This is an optimization exercise on Yosys and OpenROAD, whose aim is small area and a short achievable clock period, not a production implementation.
Where RTL was checked, it was by simulation tests only, not by an equivalence proof against the original.
No activity file was given, so power comes from the tool's default toggle rates.

## CPU
module CPU(
	input logic clk,
	input logic [15:0] inM,
	input logic [15:0] instruction,
	input logic reset,
	output logic [15:0] outM,
	output logic writeM,
	output logic [14:0] addressM,
	output logic [14:0] pc
);
	logic [15:0] A, D;
	logic [14:0] PC;
	wire c  = instruction[15];
	wire am = instruction[12];
	wire zx = instruction[11];
	wire nx = instruction[10];
	wire zy = instruction[9];
	wire ny = instruction[8];
	wire f  = instruction[7];
	wire no = instruction[6];
	wire nxo = nx ^ no;
	wire nyo = ny ^ no;
	wire kn1 = ~(f | no);
	wire kd = ~zx;
	wire kA = ~am & ~zy;
	wire kM = am & ~zy;
	wire cinn = ~(f & no);
	logic dn0;
	logic xa0;
	logic x0;
	logic ymn0;
	logic ya0;
	logic y0;
	logic gn0;
	logic gfn0;
	logic pn0;
	logic q0;
	logic dn1;
	logic xa1;
	logic x1;
	logic ymn1;
	logic ya1;
	logic y1;
	logic gn1;
	logic gfn1;
	logic pn1;
	logic q1;
	logic dn2;
	logic xa2;
	logic x2;
	logic ymn2;
	logic ya2;
	logic y2;
	logic gn2;
	logic gfn2;
	logic pn2;
	logic q2;
	logic dn3;
	logic xa3;
	logic x3;
	logic ymn3;
	logic ya3;
	logic y3;
	logic gn3;
	logic gfn3;
	logic pn3;
	logic q3;
	logic dn4;
	logic xa4;
	logic x4;
	logic ymn4;
	logic ya4;
	logic y4;
	logic gn4;
	logic gfn4;
	logic pn4;
	logic q4;
	logic dn5;
	logic xa5;
	logic x5;
	logic ymn5;
	logic ya5;
	logic y5;
	logic gn5;
	logic gfn5;
	logic pn5;
	logic q5;
	logic dn6;
	logic xa6;
	logic x6;
	logic ymn6;
	logic ya6;
	logic y6;
	logic gn6;
	logic gfn6;
	logic pn6;
	logic q6;
	logic dn7;
	logic xa7;
	logic x7;
	logic ymn7;
	logic ya7;
	logic y7;
	logic gn7;
	logic gfn7;
	logic pn7;
	logic q7;
	logic dn8;
	logic xa8;
	logic x8;
	logic ymn8;
	logic ya8;
	logic y8;
	logic gn8;
	logic gfn8;
	logic pn8;
	logic q8;
	logic dn9;
	logic xa9;
	logic x9;
	logic ymn9;
	logic ya9;
	logic y9;
	logic gn9;
	logic gfn9;
	logic pn9;
	logic q9;
	logic dn10;
	logic xa10;
	logic x10;
	logic ymn10;
	logic ya10;
	logic y10;
	logic gn10;
	logic gfn10;
	logic pn10;
	logic q10;
	logic dn11;
  ...
clock: 12.5 ns
lec_check: 0
cap_margin: 20
core_margin: 2
core_utilization: 40
setup_slack_margin: 4.5
slew_margin: 20
standard.sh (not shown) runs the stock make flow with config.mk's settings and CLKGATE_MAP_FILE= SYNTH_SCRIPT=/design/flow/synth_recipe.tcl, a recipe that flattens the netlist after the stock synthesis.
==> flow/flow/run.sh <==
#!/bin/bash
# Layout flow: the standard ORFS flow (standard.sh) with two changes:
#  - synthesis maps the logic with the ABC script in flow/abc.script
#    (ORFS's synth.tcl otherwise unchanged; same -nofsm -noshare, flatten and renames)
#  - port buffers are sky130_fd_sc_hd__buf_1 instead of the default choice
set -euo pipefail
W=$PWD
sed "s#log_cmd abc {\*}\$abc_args#log_cmd abc {*}[lreplace \$abc_args 1 1 $W/flow/abc.script]#" \
  "$FLOW_HOME/scripts/synth.tcl" > "$W/synth_custom.tcl"
grep -q "flow/abc.script" "$W/synth_custom.tcl"
sed "s#\$::env(SCRIPTS_DIR)/synth.tcl#$W/synth_custom.tcl#" synth_recipe.tcl > "$W/synth_top.tcl"
grep -q "synth_custom.tcl" "$W/synth_top.tcl"
EXTRA=()
if [[ -f flow/make_args.txt ]]; then mapfile -t EXTRA < <(grep -v '^\s*$' flow/make_args.txt); fi
bash standard.sh SYNTH_SCRIPT="$W/synth_top.tcl" \
  "BUFFER_PORTS_ARGS=-buffer_cell sky130_fd_sc_hd__buf_1" "${EXTRA[@]}" finish > "$W/flow.log" 2>&1
==> flow/flow/abc.script <==
strash; dch; map -a; topo; stime -c
==> flow/flow/make_args.txt <==
SYNTH_KEEP_MODULES=hk_inv hk_and2 hk_nand2 hk_nor2 hk_nand3 hk_xor2 hk_xnor2 hk_aoi22 hk_aoi21 hk_oai21 hk_o22ai
CTS_ARGS=-sink_clustering_enable -repair_clock_nets -dont_use_dummy_load
CORE_UTILIZATION=55
PLACE_DENSITY=0.7
Change:
--- a/flow/design.v
+++ b/flow/design.v
@@ -222,29 +222,25 @@
 	logic P18;
 	logic G19;
 	logic P19;
 	logic G20;
 	logic P20;
 	logic G21;
 	logic iv1;
 	logic G22;
 	logic G23;
 	logic G24;
-	logic iv2;
-	logic iv3;
 	logic G25;
 	logic G26;
-	logic iv4;
-	logic iv5;
+	logic iv2;
 	logic G27;
-	logic iv6;
-	logic iv7;
+	logic iv3;
 	logic G28;
 	logic G29;
 	logic G30;
 	logic G31;
 	hk_and2 u_xa0 (D[0], kd, xa0);
 	hk_xor2 u_x0 (xa0, nxo, x0);
 	hk_aoi22 u_ymn0 (A[0], kA, inM[0], kM, ymn0);
 	hk_xnor2 u_y0 (ymn0, nyo, y0);
 	hk_nand2 u_gn0 (x0, y0, gn0);
 	hk_nand3 u_gfn0 (x0, y0, f, gfn0);
@@ -407,42 +403,38 @@
 	hk_nor2 u_P18 (P12, P10, P18);
 	hk_oai21 u_G19 (P13, G11, G13, G19);
 	hk_nor2 u_P19 (P13, P11, P19);
 	hk_oai21 u_G20 (P14, G12, G14, G20);
 	hk_nor2 u_P20 (P14, P12, P20);
 	hk_aoi21 u_G21 (P17, G0, G17, G21);
 	hk_inv u_iv1 (G8, iv1);
 	hk_aoi21 u_G22 (P18, iv1, G18, G22);
 	hk_aoi21 u_G23 (P19, G15, G19, G23);
 	hk_aoi21 u_G24 (P20, G16, G20, G24);
-	hk_inv u_iv2 (gfn1, iv2);
-	hk_inv u_iv3 (pn1, iv3);
-	hk_aoi21 u_G25 (iv3, G0, iv2, G25);
+	hk_oai21 u_G25 (pn1, iv0, gfn1, G25);
 	hk_oai21 u_G26 (pn3, G8, gfn3, G26);
-	hk_inv u_iv4 (gfn5, iv4);
-	hk_inv u_iv5 (pn5, iv5);
-	hk_aoi21 u_G27 (iv5, G15, iv4, G27);
-	hk_inv u_iv6 (gfn7, iv6);
-	hk_inv u_iv7 (pn7, iv7);
-	hk_aoi21 u_G28 (iv7, G16, iv6, G28);
+	hk_inv u_iv2 (G15, iv2);
+	hk_oai21 u_G27 (pn5, iv2, gfn5, G27);
+	hk_inv u_iv3 (G16, iv3);
+	hk_oai21 u_G28 (pn7, iv3, gfn7, G28);
 	hk_oai21 u_G29 (pn9, G21, gfn9, G29);
 	hk_oai21 u_G30 (pn11, G22, gfn11, G30);
 	hk_oai21 u_G31 (pn13, G23, gfn13, G31);
 	hk_xnor2 u_outM_0 (q0, cinn, outM[0]);
 	hk_xor2 u_outM_1 (q1, G0, outM[1]);
-	hk_xnor2 u_outM_2 (q2, G25, outM[2]);
+	hk_xor2 u_outM_2 (q2, G25, outM[2]);
 	hk_xnor2 u_outM_3 (q3, G8, outM[3]);
 	hk_xor2 u_outM_4 (q4, G26, outM[4]);
 	hk_xor2 u_outM_5 (q5, G15, outM[5]);
-	hk_xnor2 u_outM_6 (q6, G27, outM[6]);
+	hk_xor2 u_outM_6 (q6, G27, outM[6]);
 	hk_xor2 u_outM_7 (q7, G16, outM[7]);
-	hk_xnor2 u_outM_8 (q8, G28, outM[8]);
+	hk_xor2 u_outM_8 (q8, G28, outM[8]);
 	hk_xnor2 u_outM_9 (q9, G21, outM[9]);
 	hk_xor2 u_outM_10 (q10, G29, outM[10]);
 	hk_xnor2 u_outM_11 (q11, G22, outM[11]);
 	hk_xor2 u_outM_12 (q12, G30, outM[12]);
 	hk_xnor2 u_outM_13 (q13, G23, outM[13]);
 	hk_xor2 u_outM_14 (q14, G31, outM[14]);
 	hk_xnor2 u_outM_15 (q15, G24, outM[15]);
 	wire zr = (outM == 16'd0);
 	wire ng = outM[15];
 	wire jmp = c & ((instruction[2] & ng) | (instruction[1] & zr) | (instruction[0] & ~ng & ~zr));
After rerunning:
- wire length goes down by 1.3%
- first-iteration DRC count is lower by 13%
- critical path depth came out higher by 1
- hold slack hardly moves
- total power climbs by 0.69%
- count of clock-buffer cells in the layout stays the same
- global-route usage shrinks by 0.41 points
- setup slack got worse by 77 ps
- synthesized area goes down by 0.45%
- fmax shrinks by 0.99%
- synthesized cell count went down by 1.0%

## run D
The RTL this note starts from:
==> flow/design.v <==
module CPU(
	input logic clk,
	input logic [15:0] inM,
	input logic [15:0] instruction,
	input logic reset,
	output logic [15:0] outM,
	output logic writeM,
	output logic [14:0] addressM,
	output logic [14:0] pc
);
	logic [15:0] A, D;
	logic [14:0] PC;
	wire c  = instruction[15];
	wire am = instruction[12];
	wire zx = instruction[11];
	wire nx = instruction[10];
	wire zy = instruction[9];
	wire ny = instruction[8];
	wire f  = instruction[7];
	wire no = instruction[6];
	wire [15:0] x = ({16{~zx}} & D) ^ {16{nx}};
	wire [15:0] y = ((am ? inM : A) & {16{~zy}}) ^ {16{ny}};
	wire [15:0] g = x & y;
	wire [15:0] p = x ^ y;
	wire [15:0] gf = g & {16{f}};
	wire g0 = gf[1] | (p[1] & gf[0]);
	wire p0 = p[1] & p[0];
	wire g1 = gf[3] | (p[3] & gf[2]);
	wire p1 = p[3] & p[2];
	wire g2 = gf[5] | (p[5] & gf[4]);
	wire p2 = p[5] & p[4];
	wire g3 = gf[7] | (p[7] & gf[6]);
	wire p3 = p[7] & p[6];
	wire g4 = gf[9] | (p[9] & gf[8]);
	wire p4 = p[9] & p[8];
	wire g5 = gf[11] | (p[11] & gf[10]);
	wire p5 = p[11] & p[10];
	wire g6 = gf[13] | (p[13] & gf[12]);
	wire p6 = p[13] & p[12];
	wire g7 = gf[15] | (p[15] & gf[14]);
	wire p7 = p[15] & p[14];
	wire g8 = g1 | (p1 & g0);
	wire p8 = p1 & p0;
	wire g9 = g2 | (p2 & g1);
	wire p9 = p2 & p1;
	wire g10 = g3 | (p3 & g2);
	wire p10 = p3 & p2;
	wire g11 = g4 | (p4 & g3);
	wire p11 = p4 & p3;
	wire g12 = g5 | (p5 & g4);
	wire p12 = p5 & p4;
	wire g13 = g6 | (p6 & g5);
	wire p13 = p6 & p5;
	wire g14 = g7 | (p7 & g6);
	wire p14 = p7 & p6;
	wire g15 = g9 | (p9 & g0);
	wire p15 = p9 & p0;
	wire g16 = g10 | (p10 & g8);
	wire p16 = p10 & p8;
	wire g17 = g11 | (p11 & g9);
	wire p17 = p11 & p9;
	wire g18 = g12 | (p12 & g10);
	wire p18 = p12 & p10;
	wire g19 = g13 | (p13 & g11);
	wire p19 = p13 & p11;
	wire g20 = g14 | (p14 & g12);
	wire p20 = p14 & p12;
	wire g21 = g17 | (p17 & g0);
	wire p21 = p17 & p0;
	wire g22 = g18 | (p18 & g8);
	wire p22 = p18 & p8;
	wire g23 = g19 | (p19 & g15);
	wire p23 = p19 & p15;
	wire g24 = g20 | (p20 & g16);
	wire p24 = p20 & p16;
	wire g25 = gf[2] | (p[2] & g0);
	wire p25 = p[2] & p0;
	wire g26 = gf[4] | (p[4] & g8);
	wire p26 = p[4] & p8;
	wire g27 = gf[6] | (p[6] & g15);
	wire p27 = p[6] & p15;
	wire g28 = gf[8] | (p[8] & g16);
	wire p28 = p[8] & p16;
	wire g29 = gf[10] | (p[10] & g21);
	wire p29 = p[10] & p21;
	wire g30 = gf[12] | (p[12] & g22);
	wire p30 = p[12] & p22;
	wire g31 = gf[14] | (p[14] & g23);
	wire p31 = p[14] & p23;
	wire [15:0] cin = {g31, g23, g30, g22, g29, g21, g28, g16, g27, g15, g26, g8, g25, g0, gf[0], 1'b0};
	wire [15:0] t = (f ? p : g) ^ {16{no}};
	assign outM = t ^ cin;
	wire zr = (outM == 16'd0);
	wire ng = outM[15];
	wire jmp = c & ((instruction[2] & ng) | (instruction[1] & zr) | (instruction[0] & ~ng & ~zr));
	always_ff @(posedge clk) begin
		if (~c) A <= {1'b0, instruction[14:0]};
		else if (instruction[5]) A <= outM;
		if (c & instruction[4]) D <= outM;
		if (reset) PC <= 15'd0;
		else if (jmp) PC <= A[14:0];
		else PC <= PC + 15'd1;
	end
	assign writeM = c & instruction[3];
	assign addressM = A[14:0];
	assign pc = PC;
endmodule
clock: 12.5 ns
lec_check: 0
cap_margin: 20
core_margin: 2
core_utilization: 40
setup_slack_margin: 4.5
slew_margin: 20
==> flow/flow/make_args.txt <==
Scripts as last shown in full above: flow/flow/run.sh, flow/flow/abc.script
The following lists how run B was set up differently from run D:
==> flow/design.v <==
module CPU(
	input logic clk,
	input logic [15:0] inM,
	input logic [15:0] instruction,
	input logic reset,
	output logic [15:0] outM,
	output logic writeM,
	output logic [14:0] addressM,
	output logic [14:0] pc
);
	logic [15:0] A, D;
	logic [14:0] PC;
	wire c  = instruction[15];
	wire am = instruction[12];
	wire zx = instruction[11];
	wire nx = instruction[10];
	wire zy = instruction[9];
	wire ny = instruction[8];
	wire f  = instruction[7];
	wire no = instruction[6];
	wire kx0 = c & ~(zx ^ nx);
	wire kx1 = c & nx;
	wire kI  = ~c;
	wire ky0 = c & ~(zy ^ ny);
	wire ky1 = c & ny;
	wire kM0 = ky0 & am;
	wire kM1 = ky1 & am;
	wire kA0 = ky0 & ~am;
	wire kA1 = ky1 & ~am;
	wire fe  = f | ~c;
	wire noe = no & c;
	wire [15:0] xi = {1'b0, instruction[14:0]};
	wire [15:0] x = (D & {16{kx0}}) | (~D & {16{kx1}}) | (xi & {16{kI}});
	wire [15:0] y = (A & {16{kA0}}) | (~A & {16{kA1}}) | (inM & {16{kM0}}) | (~inM & {16{kM1}});
	wire [15:0] g = x & y;
	wire [15:0] p = x ^ y;
	wire [15:0] gf = g & {16{fe}};
	wire g0 = gf[1] | (p[1] & gf[0]);
	wire p0 = p[1] & p[0];
	wire g1 = gf[3] | (p[3] & gf[2]);
	wire p1 = p[3] & p[2];
	wire g2 = gf[5] | (p[5] & gf[4]);
	wire p2 = p[5] & p[4];
	wire g3 = gf[7] | (p[7] & gf[6]);
	wire p3 = p[7] & p[6];
	wire g4 = gf[9] | (p[9] & gf[8]);
	wire p4 = p[9] & p[8];
	wire g5 = gf[11] | (p[11] & gf[10]);
	wire p5 = p[11] & p[10];
	wire g6 = gf[13] | (p[13] & gf[12]);
	wire p6 = p[13] & p[12];
	wire g7 = gf[15] | (p[15] & gf[14]);
	wire p7 = p[15] & p[14];
	wire g8 = g1 | (p1 & g0);
	wire p8 = p1 & p0;
	wire g9 = g2 | (p2 & g1);
	wire p9 = p2 & p1;
	wire g10 = g3 | (p3 & g2);
	wire p10 = p3 & p2;
	wire g11 = g4 | (p4 & g3);
	wire p11 = p4 & p3;
	wire g12 = g5 | (p5 & g4);
	wire p12 = p5 & p4;
	wire g13 = g6 | (p6 & g5);
	wire p13 = p6 & p5;
	wire g14 = g7 | (p7 & g6);
	wire p14 = p7 & p6;
	wire g15 = g9 | (p9 & g0);
	wire p15 = p9 & p0;
	wire g16 = g10 | (p10 & g8);
	wire p16 = p10 & p8;
	wire g17 = g11 | (p11 & g9);
	wire p17 = p11 & p9;
	wire g18 = g12 | (p12 & g10);
	wire p18 = p12 & p10;
	wire g19 = g13 | (p13 & g11);
	wire p19 = p13 & p11;
	wire g20 = g14 | (p14 & g12);
	wire p20 = p14 & p12;
	wire g21 = g17 | (p17 & g0);
	wire p21 = p17 & p0;
	wire g22 = g18 | (p18 & g8);
	wire p22 = p18 & p8;
	wire g23 = g19 | (p19 & g15);
	wire p23 = p19 & p15;
	wire g24 = g20 | (p20 & g16);
	wire p24 = p20 & p16;
	wire g25 = gf[2] | (p[2] & g0);
	wire p25 = p[2] & p0;
	wire g26 = gf[4] | (p[4] & g8);
	wire p26 = p[4] & p8;
	wire g27 = gf[6] | (p[6] & g15);
	wire p27 = p[6] & p15;
	wire g28 = gf[8] | (p[8] & g16);
	wire p28 = p[8] & p16;
	wire g29 = gf[10] | (p[10] & g21);
	wire p29 = p[10] & p21;
	wire g30 = gf[12] | (p[12] & g22);
	wire p30 = p[12] & p22;
	wire g31 = gf[14] | (p[14] & g23);
	wire p31 = p[14] & p23;
	wire [15:0] cin = {g31, g23, g30, g22, g29, g21, g28, g16, g27, g15, g26, g8, g25, g0, gf[0], 1'b0};
	wire [15:0] t = (fe ? p : g) ^ {16{noe}};
	assign outM = t ^ cin;
	wire zr = (outM == 16'd0);
	wire ng = outM[15];
	wire jmp = c & ((instruction[2] & ng) | (instruction[1] & zr) | (instruction[0] & ~ng & ~zr));
	always_ff @(posedge clk) begin
		if (~c | instruction[5]) A <= outM;
		if (c & instruction[4]) D <= outM;
		if (reset) PC <= 15'd0;
		else if (jmp) PC <= A[14:0];
		else PC <= PC + 15'd1;
	end
	assign writeM = c & instruction[3];
	assign addressM = A[14:0];
	assign pc = PC;
endmodule
[summary]
- Detailed placer's ending HPWL (lower): run D
- Relative to run D, sum of routed wire length over all layers has increased by 980 um in run B.
- Going from run D to run B, leakage power figure higher; die area lost about 0.35%.
- Per the comparison of run B with run D, met1 routing resource usage after global routing higher, net count of the mapped netlist higher.
For run B, only the layout was checked, not whether the RTL still works.

==> port drivers added, routing unchanged <==
How much do the figures lean on ideal ports? The routed layouts below were timed once more, with nothing changed but the port constraints. Step 1: set_driving_cell puts a clkbuf_16 on clk and a buf_2 on each other input, an assumption about the parent block. Step 2 times the ports against the registers' clock, not the clock port: input delays grow and output delays shrink by t, the midpoint of the rising clock arrivals with the driver on. a / b / c = ideal ports / drivers / drivers and shift; a / b = the first two.
| run | shift t [ns] | setup slack, ns | worst hold slack (ns) | worst slew at a driven data input, ns |
|---|---|---|---|---|
| the first run of note 1 | 0.320 | 4.807 / 4.772 / 4.772 | 0.519 / 0.519 / 0.519 | 0.05 |
| the second run of note 1 | 0.322 | 4.730 / 4.694 / 4.694 | 0.520 / 0.520 / 0.520 | 0.05 |
| run D | 0.328 | 4.790 / 4.768 / 4.768 | 0.514 / 0.514 / 0.514 | 0.04 |
| run B | 0.334 | 4.679 / 4.651 / 4.651 | 0.521 / 0.521 / 0.521 | 0.04 |
After both steps setup and hold are still met in every run listed. For the second run of note 1, which loses most, drivers alone change the setup slack by -0.036 ns; drivers and shift together by -0.036 ns.
